Source: an optimization exercise on an open RTL-to-GDS flow (aim: small area). Production flows keep margins and buffers that such runs may drop.
Function was checked by simulation only, so behaviour that the tests miss may differ from the original.
No activity file was given, so power comes from the tool's default toggle rates.

==> design/flow/design.v <==
module inc_cond_mppt (
    input wire clk,
    input wire reset,
    input wire start,
    input wire [15:0] voltage_in,
    input wire [15:0] current_in,
    output wire [15:0] duty_cycle,
    output reg mpp_found,
    output wire [15:0] power_out
);
    reg [7:0] duty_hi;    
    reg       duty_mid;   
    reg       duty_lo;    
    assign duty_cycle = {2'b00, duty_hi, {5{duty_mid}}, duty_lo};
    reg calc, upd;
    reg [15:0] v_prev, i_prev;
    always @(posedge clk) begin
        v_prev <= voltage_in;
        i_prev <= current_in;
    end
    wire i_eq = current_in == i_prev;
    wire i_gt = current_in > i_prev;
    wire v_eq = voltage_in == v_prev;
    wire v_gt = voltage_in > v_prev;
    wire up = v_eq ? i_gt : (i_gt == v_gt);
    wire hi_max = &duty_hi;
    wire dn_sat = (duty_hi[7:1] == 7'd0) & (duty_hi[0] ? ~duty_lo : 1'b1);
    always @(posedge clk or posedge reset) begin
        if (reset) begin
            calc <= 1'b0;
            upd <= 1'b0;
            duty_hi <= 8'h80;
            duty_mid <= 1'b0;
            duty_lo <= 1'b0;
            mpp_found <= 1'b0;
        end else begin
            calc <= ~calc & ~upd & start;
            upd <= calc;
            if (calc) begin
                mpp_found <= i_eq;
                if (!i_eq) begin
                    if (up) begin
                        if (hi_max) begin
                            duty_mid <= 1'b1;
                            duty_lo <= 1'b1;
                        end else begin
                            duty_hi <= duty_hi + 8'd1;
                        end
                    end else begin
                        if (dn_sat) begin
                            duty_hi <= 8'd0;
                            duty_mid <= 1'b0;
                            duty_lo <= 1'b1;
                        end else begin
                            duty_hi <= duty_hi - 8'd1;
                        end
                    end
                end
            end
        end
    end
    mul24 u_mul (.a(voltage_in), .b(current_in), .p(power_out));
endmodule
module mul24(input [15:0] a, input [15:0] b, output [15:0] p);
  wire [15:0] pp [0:15];
  genvar gi, gj;
  generate for (gi = 0; gi < 16; gi = gi + 1) begin : g_pp
    for (gj = 0; gj < 16; gj = gj + 1) begin : g_ppj
      assign pp[gi][gj] = a[gi] & b[gj];
    end
  end endgenerate
  wire s1, c2;
  assign {c2, s1} = pp[0][1] + pp[1][0];
  wire s3, c4;
  assign {c4, s3} = pp[0][2] + pp[1][1] + pp[2][0];
  wire s5, c6;
  assign {c6, s5} = c2 + s3;
  wire s7, c8;
  assign {c8, s7} = pp[0][3] + pp[1][2] + pp[2][1];
  wire s9, c10;
  assign {c10, s9} = pp[3][0] + c4 + s7;
  wire s11, c12;
  assign {c12, s11} = c6 + s9;
  wire s13, c14;
  assign {c14, s13} = pp[0][4] + pp[1][3] + pp[2][2];
  wire s15, c16;
  assign {c16, s15} = pp[3][1] + pp[4][0] + c8;
  wire s17, c18;
  assign {c18, s17} = s13 + c10 + s15;
  wire s19, c20;
  assign {c20, s19} = c12 + s17;
  wire s21, c22;
  assign {c22, s21} = pp[0][5] + pp[1][4] + pp[2][3];
  wire s23, c24;
  assign {c24, s23} = pp[3][2] + pp[4][1] + pp[5][0];
  wire s25, c26;
  assign {c26, s25} = c14 + s21 + s23;
  wire s27, c28;
  assign {c28, s27} = c16 + s25 + c18;
  wire s29, c30;
  assign {c30, s29} = c20 + s27;
  wire s31, c32;
  assign {c32, s31} = pp[0][6] + pp[1][5] + pp[2][4];
  wire s33, c34;
  assign {c34, s33} = pp[3][3] + pp[4][2] + pp[5][1];
  wire s35, c36;
  assign {c36, s35} = pp[6][0] + c22 + c24;
  wire s37, c38;
  assign {c38, s37} = s31 + s33 + c26;
  wire s39, c40;
  assign {c40, s39} = s35 + s37 + c28;
  wire s41, c42;
  assign {c42, s41} = c30 + s39;
  wire s43, c44;
  assign {c44, s43} = pp[0][7] + pp[1][6] + pp[2][5];
  wire s45, c46;
  assign {c46, s45} = pp[3][4] + pp[4][3] + pp[5][2];
  wire s47, c48;
  assign {c48, s47} = pp[6][1] + pp[7][0] + c32;
  wire s49, c50;
  assign {c50, s49} = c34 + s43 + s45;
  wire s51, c52;
  assign {c52, s51} = c36 + s47 + s49;
  wire s53, c54;
  assign {c54, s53} = c38 + s51 + c40;
  wire s55, c56;
  assign {c56, s55} = c42 + s53;
  wire s57, c58;
  assign {c58, s57} = pp[0][8] + pp[1][7] + pp[2][6];
  wire s59, c60;
  assign {c60, s59} = pp[3][5] + pp[4][4] + pp[5][3];
  wire s61, c62;
  assign {c62, s61} = pp[6][2] + pp[7][1] + pp[8][0];
  wire s63, c64;
  assign {c64, s63} = c44 + c46 + s57;
  wire s65, c66;
  assign {c66, s65} = s59 + s61 + c48;
  wire s67, c68;
  assign {c68, s67} = c50 + s63 + s65;
  wire s69, c70;
  assign {c70, s69} = c52 + s67 + c54;
  wire s71, c72;
  assign {c72, s71} = pp[0][9] + pp[1][8] + pp[2][7];
  wire s73, c74;
  assign {c74, s73} = pp[3][6] + pp[4][5] + pp[5][4];
  wire s75, c76;
  assign {c76, s75} = pp[6][3] + pp[7][2] + pp[8][1];
  wire s77, c78;
  assign {c78, s77} = pp[9][0] + c58 + c60;
  wire s79, c80;
  assign {c80, s79} = c62 + s71 + s73;
  wire s81, c82;
  assign {c82, s81} = s75 + c64 + s77;
  wire s83, c84;
  assign {c84, s83} = s79 + c66 + s81;
  wire s85, c86;
  assign {c86, s85} = c68 + s83;
  wire s87, c88;
  assign {c88, s87} = pp[0][10] + pp[10][0] + pp[1][9];
  wire s89, c90;
  assign {c90, s89} = pp[2][8] + pp[3][7] + pp[4][6];
  wire s91, c92;
  assign {c92, s91} = pp[5][5] + pp[6][4] + pp[7][3];
  wire s93, c94;
  assign {c94, s93} = pp[8][2] + pp[9][1] + c72;
  wire s95, c96;
  assign {c96, s95} = c74 + c76 + s87;
  wire s97, c98;
  assign {c98, s97} = s89 + s91 + c78;
  wire s99, c100;
  assign {c100, s99} = c80 + s93 + s95;
  wire s101, c102;
  assign {c102, s101} = c82 + s97 + s99;
  wire s103, c104;
  assign {c104, s103} = c84 + s101;
  wire s105, c106;
  assign {c106, s105} = pp[0][11] + pp[10][1] + pp[11][0];
  wire s107, c108;
  assign {c108, s107} = pp[1][10] + pp[2][9] + pp[3][8];
  wire s109, c110;
  assign {c110, s109} = pp[4][7] + pp[5][6] + pp[6][5];
  wire s111, c112;
  assign {c112, s111} = pp[7][4] + pp[8][3] + pp[9][2];
  wire s113, c114;
  assign {c114, s113} = c88 + c90 + c92;
  wire s115, c116;
  assign {c116, s115} = s105 + s107 + s109;
  wire s117, c118;
  assign {c118, s117} = s111 + c94 + c96;
  wire s119, c120;
  assign {c120, s119} = s113 + s115 + c98;
  wire s121, c122;
  assign {c122, s121} = c100 + s117 + s119;
  wire s123, c124;
  assign {c124, s123} = c102 + c104;
  wire s125, c126;
  assign {c126, s125} = pp[0][12] + pp[10][2] + pp[11][1];
  wire s127, c128;
  assign {c128, s127} = pp[12][0] + pp[1][11] + pp[2][10];
  wire s129, c130;
  assign {c130, s129} = pp[3][9] + pp[4][8] + pp[5][7];
  wire s131, c132;
  assign {c132, s131} = pp[6][6] + pp[7][5] + pp[8][4];
  wire s133, c134;
  assign {c134, s133} = pp[9][3] + c106 + c108;
  wire s135, c136;
  assign {c136, s135} = c110 + c112 + s125;
  wire s137, c138;
  assign {c138, s137} = s127 + s129 + s131;
  wire s139, c140;
  assign {c140, s139} = c114 + c116 + s133;
  wire s141, c142;
  assign {c142, s141} = s135 + s137 + c118;
  wire s143, c144;
  assign {c144, s143} = s139 + c120 + s141;
  wire s145, c146;
  assign {c146, s145} = c122 + s143;
  wire s147, c148;
  assign {c148, s147} = pp[0][13] + pp[10][3] + pp[11][2];
  wire s149, c150;
  assign {c150, s149} = pp[12][1] + pp[13][0] + pp[1][12];
  wire s151, c152;
  assign {c152, s151} = pp[2][11] + pp[3][10] + pp[4][9];
  wire s153, c154;
  assign {c154, s153} = pp[5][8] + pp[6][7] + pp[7][6];
  wire s155, c156;
  assign {c156, s155} = pp[8][5] + pp[9][4] + c126;
  wire s157, c158;
  assign {c158, s157} = c128 + c130 + c132;
  wire s159, c160;
  assign {c160, s159} = s147 + s149 + s151;
  wire s161, c162;
  assign {c162, s161} = s153 + c134 + c136;
  wire s163, c164;
  assign {c164, s163} = c138 + s155 + s157;
  wire s165, c166;
  assign {c166, s165} = s159 + c140 + s161;
  wire s167, c168;
  assign {c168, s167} = s163 + c142 + s165;
  wire s169, c170;
  assign {c170, s169} = c144 + s167;
  wire s171, c172;
  assign {c172, s171} = pp[0][14] + pp[10][4] + pp[11][3];
  wire s173, c174;
  assign {c174, s173} = pp[12][2] + pp[13][1] + pp[14][0];
  wire s175, c176;
  assign {c176, s175} = pp[1][13] + pp[2][12] + pp[3][11];
  wire s177, c178;
  assign {c178, s177} = pp[4][10] + pp[5][9] + pp[6][8];
  wire s179, c180;
  assign {c180, s179} = pp[7][7] + pp[8][6] + pp[9][5];
  wire s181, c182;
  assign {c182, s181} = c148 + c150 + c152;
  wire s183, c184;
  assign {c184, s183} = c154 + s171 + s173;
  wire s185, c186;
  assign {c186, s185} = s175 + s177 + s179;
  wire s187, c188;
  assign {c188, s187} = c156 + c158 + c160;
  wire s189, c190;
  assign {c190, s189} = s181 + s183 + s185;
  wire s191, c192;
  assign {c192, s191} = c162 + c164 + s187;
  wire s193, c194;
  assign {c194, s193} = s189 + c166 + s191;
  wire s195, c196;
  assign {c196, s195} = c168 + s193;
  wire s197, c198;
  assign {c198, s197} = pp[0][15] + pp[10][5] + pp[11][4];
  wire s199, c200;
  assign {c200, s199} = pp[12][3] + pp[13][2] + pp[14][1];
  wire s201, c202;
  assign {c202, s201} = pp[15][0] + pp[1][14] + pp[2][13];
  wire s203, c204;
  assign {c204, s203} = pp[3][12] + pp[4][11] + pp[5][10];
  wire s205, c206;
  assign {c206, s205} = pp[6][9] + pp[7][8] + pp[8][7];
  wire s207, c208;
  assign {c208, s207} = pp[9][6] + c172 + c174;
  wire s209, c210;
  assign {c210, s209} = c176 + c178 + c180;
  wire s211, c212;
  assign {c212, s211} = s197 + s199 + s201;
  wire s213, c214;
  assign {c214, s213} = s203 + s205 + c182;
  wire s215, c216;
  assign {c216, s215} = c184 + c186 + s207;
  wire s217, c218;
  assign {c218, s217} = s209 + s211 + c188;
  wire s219, c220;
  assign {c220, s219} = s213 + c190 + s215;
  wire s221, c222;
  assign {c222, s221} = s217 + c192 + s219;
  wire s223, c224;
  assign {c224, s223} = c194 + s221;
  wire s225, c226;
  assign {c226, s225} = pp[10][6] + pp[11][5] + pp[12][4];
  wire s227, c228;
  assign {c228, s227} = pp[13][3] + pp[14][2] + pp[15][1];
  wire s229, c230;
  assign {c230, s229} = pp[1][15] + pp[2][14] + pp[3][13];
  wire s231, c232;
  assign {c232, s231} = pp[4][12] + pp[5][11] + pp[6][10];
  wire s233, c234;
  assign {c234, s233} = pp[7][9] + pp[8][8] + pp[9][7];
  wire s235, c236;
  assign {c236, s235} = c198 + c200 + c202;
  wire s237, c238;
  assign {c238, s237} = c204 + c206 + s225;
  wire s239, c240;
  assign {c240, s239} = s227 + s229 + s231;
  wire s241, c242;
  assign {c242, s241} = s233 + c208 + c210;
  wire s243, c244;
  assign {c244, s243} = c212 + s235 + s237;
  wire s245, c246;
  assign {c246, s245} = s239 + c214 + c216;
  wire s247, c248;
  assign {c248, s247} = s241 + s243 + c218;
  wire s249, c250;
  assign {c250, s249} = s245 + c220 + s247;
  wire s251, c252;
  assign {c252, s251} = c222 + c224;
  wire s253, c254;
  assign {c254, s253} = pp[10][7] + pp[11][6] + pp[12][5];
  wire s255, c256;
  assign {c256, s255} = pp[13][4] + pp[14][3] + pp[15][2];
  wire s257, c258;
  assign {c258, s257} = pp[2][15] + pp[3][14] + pp[4][13];
  wire s259, c260;
  assign {c260, s259} = pp[5][12] + pp[6][11] + pp[7][10];
  wire s261, c262;
  assign {c262, s261} = pp[8][9] + pp[9][8] + c226;
  wire s263, c264;
  assign {c264, s263} = c228 + c230 + c232;
  wire s265, c266;
  assign {c266, s265} = c234 + s253 + s255;
  wire s267, c268;
  assign {c268, s267} = s257 + s259 + c236;
  wire s269, c270;
  assign {c270, s269} = c238 + c240 + s261;
  wire s271, c272;
  assign {c272, s271} = s263 + s265 + c242;
  wire s273, c274;
  assign {c274, s273} = s267 + c244 + s269;
  wire s275, c276;
  assign {c276, s275} = c246 + s271 + s273;
  wire s277, c278;
  assign {c278, s277} = c248 + s275 + c250;
  wire s279, c280;
  assign {c280, s279} = pp[10][8] + pp[11][7] + pp[12][6];
  wire s281, c282;
  assign {c282, s281} = pp[13][5] + pp[14][4] + pp[15][3];
  wire s283, c284;
  assign {c284, s283} = pp[3][15] + pp[4][14] + pp[5][13];
  wire s285, c286;
  assign {c286, s285} = pp[6][12] + pp[7][11] + pp[8][10];
  wire s287, c288;
  assign {c288, s287} = pp[9][9] + c254 + c256;
  wire s289, c290;
  assign {c290, s289} = c258 + c260 + s279;
  wire s291, c292;
  assign {c292, s291} = s281 + s283 + s285;
  wire s293, c294;
  assign {c294, s293} = c262 + c264 + c266;
  wire s295, c296;
  assign {c296, s295} = s287 + s289 + s291;
  wire s297, c298;
  assign {c298, s297} = c268 + c270 + s293;
  wire s299, c300;
  assign {c300, s299} = s295 + c272 + c274;
  wire s301, c302;
  assign {c302, s301} = s297 + c276 + s299;
  wire s303, c304;
  assign {c304, s303} = pp[10][9] + pp[11][8] + pp[12][7];
  wire s305, c306;
  assign {c306, s305} = pp[13][6] + pp[14][5] + pp[15][4];
  wire s307, c308;
  assign {c308, s307} = pp[4][15] + pp[5][14] + pp[6][13];
  wire s309, c310;
  assign {c310, s309} = pp[7][12] + pp[8][11] + pp[9][10];
  wire s311, c312;
  assign {c312, s311} = c280 + c282 + c284;
  wire s313, c314;
  assign {c314, s313} = c286 + s303 + s305;
  wire s315, c316;
  assign {c316, s315} = s307 + s309 + c288;
  wire s317, c318;
  assign {c318, s317} = c290 + c292 + s311;
  wire s319, c320;
  assign {c320, s319} = s313 + c294 + s315;
  wire s321, c322;
  assign {c322, s321} = c296 + s317 + s319;
  wire s323, c324;
  assign {c324, s323} = c298 + c300 + s321;
  wire s325, c326;
  assign {c326, s325} = pp[10][10] + pp[11][9] + pp[12][8];
  wire s327, c328;
  assign {c328, s327} = pp[13][7] + pp[14][6] + pp[15][5];
  wire s329, c330;
  assign {c330, s329} = pp[5][15] + pp[6][14] + pp[7][13];
  wire s331, c332;
  assign {c332, s331} = pp[8][12] + pp[9][11] + c304;
  wire s333, c334;
  assign {c334, s333} = c306 + c308 + c310;
  wire s335, c336;
  assign {c336, s335} = s325 + s327 + s329;
  wire s337, c338;
  assign {c338, s337} = c312 + c314 + s331;
  wire s339, c340;
  assign {c340, s339} = s333 + s335 + c316;
  wire s341, c342;
  assign {c342, s341} = c318 + s337 + c320;
  wire s343, c344;
  assign {c344, s343} = s339 + c322 + s341;
  wire s345, c346;
  assign {c346, s345} = pp[10][11] + pp[11][10] + pp[12][9];
  wire s347, c348;
  assign {c348, s347} = pp[13][8] + pp[14][7] + pp[15][6];
  wire s349, c350;
  assign {c350, s349} = pp[6][15] + pp[7][14] + pp[8][13];
  wire s351, c352;
  assign {c352, s351} = pp[9][12] + c326 + c328;
  wire s353, c354;
  assign {c354, s353} = c330 + s345 + s347;
  wire s355, c356;
  assign {c356, s355} = s349 + c332 + c334;
  wire s357, c358;
  assign {c358, s357} = c336 + s351 + s353;
  wire s359, c360;
  assign {c360, s359} = c338 + s355 + s357;
  wire s361, c362;
  assign {c362, s361} = c340 + s359 + c342;
  wire s363, c364;
  assign {c364, s363} = pp[10][12] + pp[11][11] + pp[12][10];
  wire s365, c366;
  assign {c366, s365} = pp[13][9] + pp[14][8] + pp[15][7];
  wire s367, c368;
  assign {c368, s367} = pp[7][15] + pp[8][14] + pp[9][13];
  wire s369, c370;
  assign {c370, s369} = c346 + c348 + c350;
  wire s371, c372;
  assign {c372, s371} = s363 + s365 + s367;
  wire s373, c374;
  assign {c374, s373} = c352 + c354 + s369;
  wire s375, c376;
  assign {c376, s375} = s371 + c356 + c358;
  wire s377, c378;
  assign {c378, s377} = s373 + s375 + c360;
  wire s379, c380;
  assign s379 = pp[10][13] ^ pp[11][12] ^ pp[12][11];
  wire s381, c382;
  assign s381 = pp[13][10] ^ pp[14][9] ^ pp[15][8];
  wire s383, c384;
  assign s383 = pp[8][15] ^ pp[9][14] ^ c364;
  wire s385, c386;
  assign s385 = c366 ^ c368 ^ s379;
  wire s387, c388;
  assign s387 = s381 ^ c370 ^ c372;
  wire s389, c390;
  assign s389 = s383 ^ s385 ^ c374;
  wire s391, c392;
  assign s391 = s387 ^ c376 ^ s389;
  wire [15:0] ra = {c378, c362, c344, c324, c302, c278, c252, s249, c196, c170, c146, c124, s121, c86, c70, c56};
  wire [15:0] rb = {s391, s377, s361, s343, s323, s301, s277, s251, s223, s195, s169, s145, s123, s103, s85, s69};
  wire [15:0] rs = ra + rb;
  assign p = {rs[15], rs[14], rs[13], rs[12], rs[11], rs[10], rs[9], rs[8], rs[7], rs[6], rs[5], rs[4], rs[3], rs[2], rs[1], rs[0]};
endmodule
==> design/flow/run.sh <==
#!/bin/bash
# synth_recipe.tcl (not shown) runs the flow's synth.tcl, then flattens the netlist and writes it again
# the make line also repeats each setting of config.mk as NAME=value (left out here)
make -C /OpenROAD-flow-scripts/flow DESIGN_CONFIG=/design/flow/config.mk WORK_HOME=/design/flow/orfs CLKGATE_MAP_FILE= SYNTH_SCRIPT=/design/flow/synth_recipe.tcl finish
==> design/flow/config.mk <==
export PLATFORM = sky130hd
export DESIGN_NAME = inc_cond_mppt
export DESIGN_NICKNAME = inc_cond_mppt
export VERILOG_FILES = /design/flow/design.v
export SDC_FILE = /design/flow/constraint.sdc
export NUM_CORES = 4
export LEC_CHECK = 0
export CAP_MARGIN = 20
export CORE_MARGIN = 2
export CORE_UTILIZATION = 70
export SLEW_MARGIN = 20
==> design/flow/constraint.sdc <==
create_clock -name core_clock -period 10.0 [get_ports {clk}]
set_input_delay 2.0000 -clock core_clock [delete_from_list [all_inputs] [get_ports {clk}]]
set_output_delay 2.0000 -clock core_clock [all_outputs]
set_load 0.01 [all_outputs]
==> reports/metrics.csv, run 1 <==
metric;value;unit
status;timing/DRC/antenna clean;
async_flop_share;0.289;
hpwl;18000;µm
power;4.07;mW
fin_skew;0.00517;ns
holdWs;0.406;ns
path_cells;clkdlybuf4s50_1, buf_4, buf_4, and2_1, fa_1, fa_1, inv_1, fa_1, fa_1, fa_1, inv_1, ha_1, ha_1, ha_1, and2_1, a31oi_2, o21ai_2, o41ai_2, buf_4, o21ai_1, xnor2_1, dlygate4sd2_1;
path_buf_inv;7;
diodes;0;
drive_gt1_frac;0.0896;
grt_max_degree;18;
cp-start-kind;input port;
gr-total-overflow;0;
synth_cell_type_count;60;
antenna_found_initial;0;
syn_inst;950;
met2_usage;0.635;
post-route-min-period;9.85;ns
slowest_stage;fa_1;
cts.path.max_buffers;2;
drv_slew;0;
ant_nets;0;
core_area;0.0121;mm²
synth_most_common_cell;inv_1;
setup_slack;0.146;ns
worstSetupPathType;input port to output pin;
busiest_layer;met2;
cts_root_buffer;clkbuf_16;
cts_tree;built;
cp_top_family;adder cells;
grt_pass1_wl;37300;µm
cts-buffers-inserted;5;
routed_wl;23000;µm
synth_edf_count;0;
cts_sinks;45;
max-slew-margin-rel;0.549;
clk_latency;0.28;ns
end_kind;output pin;
synth_top_area_share;0.400;
avgSynthCellArea;9.22;µm²
syn_to_final_growth;15.2;%
pre_cts_ws;-0.786;ns
start_util;0.723;
tightest_slew;0.676;ns
die_area;0.0134;mm²
die_x;116;µm
arrival;7.85;ns
wire_per_inst;19.1;µm
met3_usage;0.0570;
pwr_density_cell;403;mW/mm²
num-fill-cells;735;
nets;1304;
setup_viol;0;
num_io_pins;68;
gr-usage-all-layers;0.364;
num_vias;6982;
drc_errors;0;
hold_violations;0;
timing.fmax;0.101;GHz
cpPeakStageDelay;0.55;ns
h-tree-depth;2;
io_buffers;65;
grt_util_met1;0.455;
gp_congestion;0.951;
ys_seq_area_frac;0.110;
ys_seq_elements;45;
setup-tns-final;0;ns
fin_crit_sh;0.985;
power.leakage;4.60;nW
grt_pass1_vias;7598;
vdd_drop_max;2100;µV
synth-main-ff-cell;dfxtp_1;
synth-warning-count;2;
synthTopCellsByArea;fa_1 (40%), and2_1 (13%), inv_1 (8.3%);
max_cap_viol_count;0;
dr.pass1.iters;5;
critPathMostFrequentCell;fa_1;
clk_pin_slew;0.06;ns
critPathMaxFanout;13;
hold_path_class;flop to flop;
synth_largest_area_cell;fa_1;
viasPerCell;5.79;
fp-row-count;40;
cts_hold_buffers;0;
synth_area;0.00876;mm²
dieHeight;116;µm
cp.required;8.00;ns
first_iter_violations;541;
yosys-top-cells-count;inv_1 (193), and2_1 (178), fa_1 (175);
-- routing by layer --
layer / vias up / part of all wire
li1: 3057 / -
met1: 3449 / 0.36
met2: 377 / 0.50
met3: 99 / 0.077
met4: 0 / 0.055
met5: - / 0
-- where the power goes --
group / internal (mW) / switching (mW)
Combinational: 1.83 / 1.84
Sequential: 0.202 / 0.0334
Clock: 0.0929 / 0.0703
-- state kept, by name (all words and copies together), names as in the netlist --
register,flops
duty_mid,1
calc,1
v_prev,16
duty_lo,1
duty_hi,8
upd,1
mpp_found,1
i_prev,16
-- metrics by stage --
| step | utilization | instance area (µm²) | cells |
|---|---|---|---|
| 2_1_floorplan | - | 8760 | 951 |
| 3_3_place_gp | 0.809 | 9800 | 1189 |
| 3_5_place_dp | 0.809 | 9800 | 1189 |
| 4_1_cts | 0.826 | 10000 | 1201 |
| 5_1_grt | 0.833 | 10100 | 1206 |
| 6_report | 0.833 | 10100 | 1206 |
-- timing repair --
action | in CTS | in global routing
setup buffers | 4 | 5
resized for setup | 25 | 16
setup endpoints to repair | 9 | 11
pin swaps | 7 | 9
-- path summary, 6_finish.rpt --
| path | start | to | slack [ns] | cells after the start |
|---|---|---|---|---|
| worst min-delay path | upd$_DFF_PP0_ | calc$_DFF_PP0_ | 0.41 | 1 |
| worst max register to register | v_prev[9]$_DFF_P_ | duty_hi[0]$_DFFE_PP0P_ | 6.87 | 10 |
| worst min register to register | upd$_DFF_PP0_ | calc$_DFF_PP0_ | 0.41 | 1 |
| max in group asynchronous | reset | duty_hi[7]$_DFFE_PP1P_ | 7.56 | 2 |
| worst max-delay path | current_in[0] | power_out[15] | 0.15 | 22 |
| min in group asynchronous | reset | upd$_DFF_PP0_ | 2.07 | 2 |
-- kinds of logic after synthesis --
kind of cell / share of synthesized area
compound gates: 0.0730
xor+xnor: 0.0280
mux: 0.00486
simple gates: 0.196
buf+inv: 0.106
flops: 0.110
other cells: 0.000428
fa+ha+maj: 0.481
-- area by class of cell --
class,count,area (µm²),area share
sequential,45,967,0.0958
timing repair buffer,122,1100,0.109
tap,168,210,0.0208
multi-input combinational,670,6950,0.689
clock inverter,2,13.8,0.00136
inverter,193,724,0.0718
clock buffer,6,129,0.0128
-- cells in the final DEF (no fill, tap or decap), types with 7 or more instances in the layout --
cell,synthesis,layout
o21ai_0,13,10
nor2_1,19,19
a21oi_1,21,18
inv_1,193,193
buf_4,8,53
dfrtp_1,12,12
dfxtp_1,32,32
and2_1,178,177
nand2_1,65,65
fa_2,0,7
ha_1,57,56
nand3_1,15,15
xnor2_1,23,23
nor3_1,13,13
clkdlybuf4s50_1,0,55
fa_1,175,168
==> run 2, diff against run 1 <==
--- a/design/flow/config.mk
+++ b/design/flow/config.mk
@@ -7,5 +7,5 @@
 export LEC_CHECK = 0
 export CAP_MARGIN = 20
 export CORE_MARGIN = 2
-export CORE_UTILIZATION = 70
+export CORE_UTILIZATION = 40
 export SLEW_MARGIN = 20
==> run 2 against run 1 <==
Still clean. Global-route usage is 17 points lower. Critical path depth stayed put. Utilization is 36 points lower. Critical path type unchanged.
==> reports/metrics.csv, run 2 <==
metric;value;unit;change
status;timing/DRC/antenna clean;;
grt_max_degree;18;;unchanged
synthTopCellsByArea;fa_1 (40%), and2_1 (13%), inv_1 (8.3%);;
pwr_density_cell;375;mW/mm²;-6.9%
setup_viol;0;;unchanged
antenna_found_initial;0;;unchanged
clk_latency;0.28;ns;about the same
synth_top_area_share;0.400;;unchanged
gr-total-overflow;0;;unchanged
h-tree-depth;2;;unchanged
num-fill-cells;2085;;+180%
final_cell_mix;inv_1 (192), and2_1 (177), fa_1 (169);;
hold_path_class;flop to flop;;
yosys-top-cells-count;inv_1 (193), and2_1 (178), fa_1 (175);;
num_vias;6561;;-6.0%
fin_skew;0.00470;ns;-0.000470 ns
critPathMaxFanout;10;;-3
ff_latch_area;967;µm²;unchanged
yosys.area_share.simple;0.196;;unchanged
syn_inst;950;;unchanged
core_area;0.0217;mm²;+79%
end_kind;output pin;;
synth-main-ff-cell;dfxtp_1;;
synth_mux_area_frac;0.00486;;unchanged
synth_largest_area_cell;fa_1;;
ff2ff_setup_slack;6.94;ns;+0.07 ns
grt_pass1_vias;6893;;-9.3%
cp-start-kind;input port;;
power;3.85;mW;-5.4%
worstSetupPathType;input port to output pin;;
die_x;152;µm;+31%
stdcell_count;1325;;+9.9%
place_inst;1315;;+11%
nets;1311;;+0.54%
clk_pin_slew;0.06;ns;about the same
viasPerCell;4.95;;-14%
cts.path.max_buffers;2;;unchanged
setup_slack;0.190;ns;+0.0434 ns
synth_most_common_cell;inv_1;;
die_area;0.0231;mm²;+72%
num_io_pins;68;;unchanged
routed_wl;21600;µm;-6.2%
fin_crit_sh;0.981;;-0.00434
synth-warning-count;2;;unchanged
grt_pass1_wl;35900;µm;-3.8%
post-route-min-period;9.81;ns;-0.0434 ns
synth_area;0.00876;mm²;unchanged
avgSynthCellArea;9.22;µm²;unchanged
cts_hold_buffers;0;;unchanged
tightest_slew;0.683;ns;+0.00737 ns
dieHeight;152;µm;+31%
drc_errors;0;;unchanged
power.leakage;4.61;nW;+0.37%
arrival;7.81;ns;-0.04 ns
reg_top3;i_prev (16), v_prev (16), duty_hi (8);;
ys_seq_area_frac;0.110;;unchanged
synth_top_family_by_area;adder cells;;
ant_nets;0;;unchanged
pre_cts_ws;-0.716;ns;+0.0695 ns
synth_compound_area_frac;0.0730;;unchanged
gp_congestion;0.898;;-5.6%
ys_seq_elements;45;;unchanged
final_common_cell;inv_1;;
async_flop_share;0.289;;unchanged
hold_violations;0;;unchanged
fp-row-count;54;;+35%
drv_slew;0;;unchanged
drive_gt1_frac;0.0986;;+0.00897
wire_per_inst;16.3;µm;-15%
io_buffers;65;;unchanged
synth_xor_area_frac;0.0280;;unchanged
start_util;0.404;;-0.319
hpwl;17700;µm;-1.7%
cp.required;8.00;ns;about the same
vdd_drop_max;570;µV;-73%
multi_input_area;0.00696;mm²;about the same
cts_sinks;45;;unchanged
dr.pass1.iters;4;;-1
first_iter_violations;427;;-21%
max-slew-margin-rel;0.544;;-0.00492
rsz0062_at_grt;no;;
synth_edf_count;0;;unchanged
gr-usage-all-layers;0.194;;-0.170
cts_tree;built;;
syn_to_final_growth;17.1;%;
cts-buffers-inserted;5;;unchanged
max_cap_viol_count;0;;unchanged
synth_cell_type_count;60;;unchanged
timing.fmax;0.102;GHz;+0.44%
synthAdderAreaFrac;0.481;;unchanged
diodes;0;;unchanged
cts_root_buffer;clkbuf_16;;
[run 2: layout make-up]
cell class	count	area share
Tap cell	280	0.0342
Inverter	193	0.0706
Clock buffer	5	0.0122
Multi-Input combinational cell	670	0.678
Timing Repair Buffer	129	0.109
Clock inverter	3	0.00171
Sequential cell	45	0.0943
[run 2: worst paths after layout]
| kind | to | from | depth (start not counted) |
|---|---|---|---|
| setup / recovery | power_out[11] | current_in[0] | 22 |
| hold / removal | calc$_DFF_PP0_ | upd$_DFF_PP0_ | 1 |
| setup reg to reg | duty_hi[0]$_DFFE_PP0P_ | v_prev[9]$_DFF_P_ | 10 |
| hold reg to reg | calc$_DFF_PP0_ | upd$_DFF_PP0_ | 1 |
| max in group asynchronous | duty_hi[7]$_DFFE_PP1P_ | reset | 2 |
| min in group asynchronous | upd$_DFF_PP0_ | reset | 2 |
[run 2: per-layer routing]
layer | vias up | global-route usage | part of all wire
met5 | - | 0 | 0
met2 | 158 | 0.328 | 0.50
met1 | 3309 | 0.265 | 0.43
li1 | 3064 | - | -
met3 | 30 | 0.0260 | 0.047
met4 | 0 | 0.0498 | 0.023
[run 2: timing repair]
action,in CTS,in global routing
setup buffers,1,1
resized for setup,26,18
pin swaps,6,8
endpoints found under the setup margin,9,8
cloned,0,0
hold endpoints to repair,0,0
[run 2: critical path: stages]
cell and delay, ns:
clkdlybuf4s50_1 0.45, buf_4 0.17, buf_4 0.17, and2_1 0.16, fa_1 0.44, fa_1 0.52, inv_1 0.07, fa_1 0.60
fa_1 0.46, fa_1 0.55, inv_1 0.04, ha_1 0.19, ha_1 0.33, ha_4 0.27, and2_1 0.15, a31oi_1 0.17
o21ai_2 0.10, o41ai_2 0.33, buf_4 0.17, buf_4 0.11, xnor2_1 0.09, dlygate4sd2_1 0.27
[run 2: kinds of logic after synthesis]
group / after synthesis
mux: 4
other cells: 1
simple gates: 313
compound gates: 91
flops: 45
xor+xnor: 28
buf+inv: 236
fa+ha+maj: 232
[run 2: where the power goes]
group          switching [mW]  internal [mW]  total [mW]
Combinational            1.68           1.78        3.45
Clock                  0.0683         0.0916       0.160
Sequential             0.0339          0.202       0.236
[run 2: per-stage QoR]
step | cell area [µm²] | hold slack, ns | TNS, ns | util
floorplan | 8760 | 0.382 | 0 | -
global placement | 10000 | 0.387 | -2.79 | 0.462
detailed placement | 10000 | 0.392 | -3.49 | 0.462
CTS | 10200 | 0.402 | 0 | 0.472
global route | 10300 | 0.417 | 0 | 0.473
finish | 10300 | 0.402 | 0 | 0.473

-- re-timing with driven ports --
How much do the figures lean on ideal ports? The routed layouts below were timed once more, with nothing changed but the port constraints. Step 1, drivers: a clkbuf_16 drives clk and a buf_2 each remaining input, both assumed. Step 2 also shifts input and output timing later by t, the mid clock arrival at the registers, as if the neighbouring blocks saw the same clock. Three values: no drivers, after step 1, after step 2; two values: the first two.
| run | shift t [ns] | setup slack, ns | worst setup path at the end | clock arrival spread, ns | worst slew at a driven data input, ns |
|---|---|---|---|---|---|
| run 1 | 0.314 | 0.146 / 0.119 / 0.119 | input to output | 0.005 / 0.006 | 0.04 |
| run 2 | 0.317 | 0.190 / 0.166 / 0.166 | input to output | 0.004 / 0.005 | 0.06 |
After both steps every run listed still meets setup and hold. For run 1, which loses most, drivers alone change the setup slack by -0.027 ns; drivers and shift together by -0.027 ns.
